Context: an optimization exercise on an open-source flow, tuned for small area. The choices shown serve that exercise and are no tape-out recipe. The clock port is modelled as an ideal driver; clocking choices that lean on that would not hold on a real chip. Power figures rest on the tool's default switching activity, not on a simulated workload.

## run 1
## stopwatch
module stopwatch(
	input clk,
	input btns,
	input btnr,
	input sw0,
	input sw1,
	output [7:0] rish,
	output [3:0] an
	);
Size: about 390 cells after synthesis, about 17 I/O pins, roughly 0.0032 mm² of cells after synthesis.
Settings: LEC_CHECK=0, ABC_AREA=1, CAP_MARGIN=20, CORE_MARGIN=2, CORE_UTILIZATION=70, SLEW_MARGIN=20; clock period 10.0 ns.
run.sh (not shown) runs the stock make flow with config.mk's settings and CLKGATE_MAP_FILE= SYNTH_SCRIPT=/design/flow/synth_recipe.tcl, a recipe that flattens the netlist after the stock synthesis.
Run 1: done, clean on timing, DRC and antenna
#### Input delta (run 2 over run 1)
-- flow/config.mk --
<<< run 1, line 10
export CORE_MARGIN = 2
export CORE_UTILIZATION = 70
export SLEW_MARGIN = 20
>>> run 2, line 10
export CORE_MARGIN = 2
export CORE_UTILIZATION = 40
export SLEW_MARGIN = 20
--- outcome ---
Net switching share of the total power of run 2 is on par with run 1.
Looking at worst relative slew slack across both flows, run 2 is the weaker of the two, with run 1 ahead.
Re clock skew: run 2 is 0.0033 ns up on run 1.
Compared with run 1, in run 2 number of sinks driven by the clock tree comparable; maximum operating frequency now larger; height of the die now larger.
Where first-pass GRT wire length is concerned, run 1 is outperformed by run 2.
Setup changes, run 2 to run 3
==> flow/flow/run.sh (new file) <==
#!/bin/bash
# Standard ORFS layout with smaller port buffers and a clock tree without dummy loads.
set -uo pipefail
export BUFFER_PORTS_ARGS="-buffer_cell sky130_fd_sc_hd__buf_1"
export CTS_ARGS="-sink_clustering_enable -repair_clock_nets -dont_use_dummy_load"
bash standard.sh > flow.log 2>&1
rc=$?
cp -r orfs/logs orfs_logs 2>/dev/null
exit $rc
==> flow/standard.sh (new file) <==
#!/bin/bash
# synth_recipe.tcl (not shown) runs the flow's synth.tcl, then flattens the netlist and writes it again
# the make line also repeats each setting of config.mk as NAME=value (left out here)
make -C /OpenROAD-flow-scripts/flow DESIGN_CONFIG=/design/flow/config.mk WORK_HOME=/design/flow/orfs CLKGATE_MAP_FILE= SYNTH_SCRIPT=/design/flow/synth_recipe.tcl "${@:-finish}"
-- flow/config.mk --
<<< run 2, line 10
export CORE_MARGIN = 2
export CORE_UTILIZATION = 40
export SLEW_MARGIN = 20
>>> run 3, line 10
export CORE_MARGIN = 2
export CORE_UTILIZATION = 70
export SLEW_MARGIN = 20
removed: flow/run.sh
[summary]
- Summary of run 3 over run 2: clock-pin transition on the worst setup and hold timing paths saw little to no change; final cell count without fillers decreased by 57 relative to the old numbers.
- On first-pass GRT wire length: run 3 sits above run 2.
- Compared to run 2, run 3 has power dissipated in combinational cells 13% lower.
- Diff run 3 and run 2: layout overhead on the synthesized area lower in run 3
- Diff run 2 -> run 3: antenna diode instance count comparable; total power draw saw a decrease; sequential share of layout area +3.4 points.
[inputs] run 4 vs run 3
==> flow/run.sh (new file) <==
#!/bin/bash
# synth_recipe.tcl (not shown) runs the flow's synth.tcl, then flattens the netlist and writes it again
# the make line also repeats each setting of config.mk as NAME=value (left out here)
make -C /OpenROAD-flow-scripts/flow DESIGN_CONFIG=/design/flow/config.mk WORK_HOME=/design/flow/orfs CLKGATE_MAP_FILE= SYNTH_SCRIPT=/design/flow/synth_recipe.tcl finish
-- flow/config.mk --
<<< run 3, line 8
export ABC_AREA = 1
export CAP_MARGIN = 20
export CORE_MARGIN = 2
export CORE_UTILIZATION = 70
export SLEW_MARGIN = 20
>>> run 4, line 8
export ABC_AREA = 1
export ABC_CLOCK_PERIOD_IN_PS = 1000000
export CAP_MARGIN = 20
export CORE_MARGIN = 2
export CORE_UTILIZATION = 40
export SLEW_MARGIN = 20
removed: flow/flow/run.sh
removed: flow/standard.sh
### Flow results
On worst hold slack across all endpoints, run 3 and run 4 are basically level. On standard-cell row count: between run 3 and run 4, it ends up lower for run 3. Against run 3, final cell count in run 4 rose by more than 10%. Diff run 3 -> run 4: layout overhead on the synthesized area now larger; clock network latency to the later pin of the worst-skew pair comparable; maximum frequency now smaller; routed wire length now larger. In run 4 the setup slack turned out 0.44 ns lower than in run 3. Compared with run 3, run 4 shows a die area that is 70% higher. Run 3 -> run 4: clock power increased by more than a quarter.
The inputs of run 5 differ from those of run 4 as listed below.
-- flow/config.mk --
<<< run 4, line 8
export ABC_AREA = 1
export ABC_CLOCK_PERIOD_IN_PS = 1000000
export CAP_MARGIN = 20
>>> run 5, line 8
export ABC_AREA = 1
export CAP_MARGIN = 20
<<< run 4, line 12
export CORE_UTILIZATION = 40
export SLEW_MARGIN = 20
>>> run 5, line 11
export CORE_UTILIZATION = 40
export CTS_BUF_LIST = sky130_fd_sc_hd__clkbuf_16
export CTS_CLUSTER_DIAMETER = 500
export CTS_CLUSTER_SIZE = 100
export SLEW_MARGIN = 20
--- outcome ---
Run 4 was smaller in final cell area than run 5.
Run 5 vs. run 4: number of nets with antenna violations after detailed routing neither gained nor lost much, fmax picked up an extra about 0.8%, share of the cycle needed by the critical path after routing lost 0.29 points, sequential share of layout area lost 0.88 points.
On area after synthesis, run 5 and run 4 are neck and neck.
No functional check of the RTL was part of any run of this note.

---

The RTL this note starts from:
==> flow/design.v <==
`timescale 1ns / 1ps
module stopwatch(
	input clk,
	input btns,
	input btnr,
	input sw0,
	input sw1,
	output [7:0] rish,
	output [3:0] an
	);
reg [3:0] h_r;  
wire [3:0] h = h_r ^ 4'b1010;
reg clk_high;
wire h_term = ~h[0] & h[1] & ~h[2];
wire h_fb = ~(h[3] ^ h[2]);
reg [6:0] m_r;  
wire [6:0] m = m_r ^ 7'b0101010;
reg clk_mid;
wire m_wrap = ~m[0] & ~m[1] & ~m[2] & ~m[3] & m[6];
wire m_fb = ~(m[6] ^ m[1]);
wire m_term = h_term & m_wrap;
reg [12:0] a_r;  
wire [12:0] a = a_r ^ 13'b0101010101010;
reg clk_1hz;
wire a_term = ~a[0] & ~a[1] & ~a[2] & ~a[3] & a[4] & ~a[7] & ~a[9] & a[10] & a[11] & ~a[12];
wire a_fb = ~(a[12] ^ a[5]);
reg [11:0] b_r;  
wire [11:0] b = b_r ^ 12'b101010101010;
reg clk_2hz;
wire b_term = ~b[0] & ~b[1] & ~b[2] & b[3] & ~b[4] & ~b[5] & b[6] & ~b[7] & b[9] & b[11];
wire b_fb = ~(b[11] ^ b[10]);
always @(posedge clk) begin
	if (btns) begin
		h_r <= 4'b1010; m_r <= 7'b0101010; a_r <= 13'b0101010101010; b_r <= 12'b101010101010;
		clk_high <= 0; clk_mid <= 0; clk_1hz <= 0; clk_2hz <= 0;
	end else begin
		h_r <= (h_term ? 4'd0  : {h[2:0], h_fb}) ^ 4'b1010;
		m_r <= (m_wrap ? 7'd0 : {m[5:0], m_fb}) ^ 7'b0101010;
		a_r <= (a_term ? 13'd0 : {a[11:0], a_fb}) ^ 13'b0101010101010;
		b_r <= (b_term ? 12'd0 : {b[10:0], b_fb}) ^ 12'b101010101010;
		clk_high <= clk_high ^ h_term;
		clk_mid  <= clk_mid ^ m_term;
		clk_1hz  <= clk_1hz ^ a_term;
		clk_2hz  <= clk_2hz ^ b_term;
	end
end
wire high_rise = h_term & ~clk_high;
reg count_clk;
wire clk_next = sw1 ? clk_2hz : clk_1hz;
always @(posedge clk)
	count_clk <= clk_next;
wire count_rise = clk_next & ~count_clk;
reg [16:0] d_r;  
wire [16:0] d = d_r ^ 17'b01010101010101010;
reg btn_db;
reg pause;
wire d_term = ~d[0] & ~d[1] & d[2] & d[4] & ~d[5] & ~d[6] & ~d[7] & d[9] & d[10] & d[11] & d[12] & d[15] & d[16];
wire d_fb = ~(d[16] ^ d[5]);
always @(posedge clk) begin
	if (btns || !btnr) begin
		d_r <= 17'b01010101010101010;
		btn_db <= 0;
	end else begin
		d_r <= {d[15:0], d_fb} ^ 17'b01010101010101010;
		if (d_term)
			btn_db <= 1;
	end
end
always @(posedge clk) begin
	if (btns)
		pause <= 0;
	else if (btnr && d_term && !btn_db)
		pause <= ~pause;
end
reg [2:0] m1;
reg [3:0] m0;
reg [2:0] s1;
reg [3:0] s0;
wire s0_9 = s0[3] & s0[0];
wire s1_5 = s1[2] & s1[0];
wire m0_9 = m0[3] & m0[0];
wire m1_5 = m1[2] & m1[0];
wire tick = count_rise & ~pause;
wire inc_s = tick & (~sw1 | sw0);
wire inc_m = tick & (sw1 ? ~sw0 : (s0_9 & s1_5));
always @(posedge clk) begin
	if (btns) begin
		m1 <= 0; m0 <= 0; s1 <= 0; s0 <= 0;
	end else begin
		if (inc_s) begin
			s0 <= s0_9 ? 4'd0 : s0 + 4'd1;
			if (s0_9)
				s1 <= s1_5 ? 3'd0 : s1 + 3'd1;
		end
		if (inc_m) begin
			m0 <= m0_9 ? 4'd0 : m0 + 4'd1;
			if (m0_9)
				m1 <= m1_5 ? 3'd0 : m1 + 3'd1;
		end
	end
end
reg [1:0] anode_state;  
reg [3:0] digit;        
reg blank;              
always @(posedge clk) begin
	if (btns) begin
		anode_state <= 0;
		digit <= 0;
		blank <= 1;
	end else if (high_rise) begin
		anode_state <= anode_state + 2'd1;
		case (anode_state)
			2'd0: digit <= {1'b0, m1};
			2'd1: digit <= m0;
			2'd2: digit <= {1'b0, s1};
			default: digit <= s0;
		endcase
		blank <= clk_mid & sw1 & (anode_state[1] ? sw0 : ~sw0);
	end
end
assign an[3] = blank | (anode_state != 2'd1);
assign an[2] = blank | (anode_state != 2'd2);
assign an[1] = blank | (anode_state != 2'd3);
assign an[0] = blank | (anode_state != 2'd0);
wire A = digit[3], B = digit[2], C = digit[1], D = digit[0];
assign rish[0] = ~(A | C | (B & D) | (~B & ~D));
assign rish[1] = ~(~B | (~C & ~D) | (C & D));
assign rish[2] = ~(B | ~C | D);
assign rish[3] = ~(A | (~B & ~D) | (~B & C) | (C & ~D) | (B & ~C & D));
assign rish[4] = ~((~B & ~D) | (C & ~D));
assign rish[5] = ~(A | (~C & ~D) | (B & ~C) | (B & ~D));
assign rish[6] = ~(A | (~B & C) | (B & ~C) | (C & ~D));
assign rish[7] = 1'b1;
endmodule
export LEC_CHECK = 0
export ABC_AREA = 1
export CAP_MARGIN = 20
export CORE_MARGIN = 2
export CORE_UTILIZATION = 75
export SLEW_MARGIN = 20
create_clock -name core_clock -period 10.0 [get_ports {clk}]
standard.sh (not shown) runs the stock make flow with config.mk's settings and CLKGATE_MAP_FILE= SYNTH_SCRIPT=/design/flow/synth_recipe.tcl, a recipe that flattens the netlist after the stock synthesis.
==> flow/flow/run.sh <==
#!/bin/bash
# ORFS layout through the standard.sh, with three changes:
#  - synthesis maps logic with an area-only ABC script (flow/abc_area.script), so the
#    ORFS scripts are used from a private copy that holds that script;
#  - ports are buffered with sky130_fd_sc_hd__buf_1;
#  - the clock tree uses small clock buffers and no dummy loads; flow/post_cts.tcl
#    upsizes the clock buffers whose output slew is high.
# Each tool's output stays in orfs/logs/; everything make prints goes to flow.log.
set -euo pipefail
here=$(pwd)
rm -rf "$here/scripts"
cp -r "$FLOW_HOME/scripts" "$here/scripts"
cp "$here/flow/abc_area.script" "$here/scripts/abc_area.script"
export SCRIPTS_DIR="$here/scripts"
export BUFFER_PORTS_ARGS="-buffer_cell sky130_fd_sc_hd__buf_1"
export CTS_ARGS="-sink_clustering_enable -repair_clock_nets -dont_use_dummy_load -buf_list ${CTS_CELL:-sky130_fd_sc_hd__clkbuf_4}"
export POST_CTS_TCL="$here/flow/post_cts.tcl"
bash standard.sh > flow.log 2>&1
==> flow/flow/abc_area.script <==
strash
dc2
dch -f
amap
topo
==> flow/flow/post_cts.tcl <==
estimate_parasitics -placement
set upsized 0
foreach inst [get_cells -quiet clkbuf_*] {
  set pin [get_pins -quiet [get_name $inst]/X]
  if {$pin eq ""} { continue }
  if {[get_property $pin slew_max] > 0.105} {
    replace_cell $inst sky130_fd_sc_hd__clkbuf_8
    incr upsized
  }
}
puts "post_cts: upsized $upsized clock buffers"
detailed_placement
estimate_parasitics -placement
The starting point produced a clean layout.
Then changed:
--- a/flow/flow/run.sh
+++ b/flow/flow/run.sh
@@ -6,2 +6 @@
-#  - the clock tree uses small clock buffers and no dummy loads; flow/post_cts.tcl
-#    upsizes the clock buffers whose output slew is high.
+#  - the clock tree uses small clock buffers and no dummy loads.
@@ -17 +15,0 @@
-export POST_CTS_TCL="$here/flow/post_cts.tcl"
Settings changed: CORE_UTILIZATION 75 to 85.
removed: flow/flow/post_cts.tcl
After rerunning: The new run aborted during global placement (3_3_place_gp). Synthesized cell count does not change. Area after synthesis does not change.
No functional check of the RTL was part of any run of this note.

## what the ideal ports hide
In the flow no input, the clock included, has a driving cell. The finished layouts below were timed again as built, in two steps.
Step 1 (the two cells are an assumption about what drives the block):
set clk [get_ports {clk}]
set_driving_cell -lib_cell sky130_fd_sc_hd__clkbuf_16 $clk
set_driving_cell -lib_cell sky130_fd_sc_hd__buf_2 [delete_from_list [all_inputs] $clk]
Step 2 also shifts input and output timing later by t, the mid clock arrival at the registers, as if the neighbouring blocks saw the same clock.
a / b / c = no drivers / after step 1 / after step 2; a / b = the first two.
| run | shift t [ns] | setup slack, ns | worst setup path at the end | worst register clock-pin slew, ns |
|---|---|---|---|---|
| run 1 | 0.368 | 6.060 / 6.037 / 6.054 | input to register | 0.08 / 0.08 |
| run 2 | 0.379 | 6.083 / 6.055 / 6.034 | input to register | 0.09 / 0.09 |
| run 3 | 0.358 | 6.519 / 6.496 / 6.310 | input to register | 0.07 / 0.07 |
| run 4 | 0.379 | 6.083 / 6.055 / 6.034 | input to register | 0.09 / 0.09 |
| run 5 | 0.364 | 6.113 / 6.079 / 6.032 | input to register | 0.06 / 0.06 |
| the first run of note 2 | 0.364 | 6.359 / 6.330 / 6.133 | input to register | 0.11 / 0.11 |
After both steps every run listed still meets setup and hold. The setup slack of the first run of note 2, which loses most, moves by -0.029 ns with the drivers and by -0.226 ns with both steps.
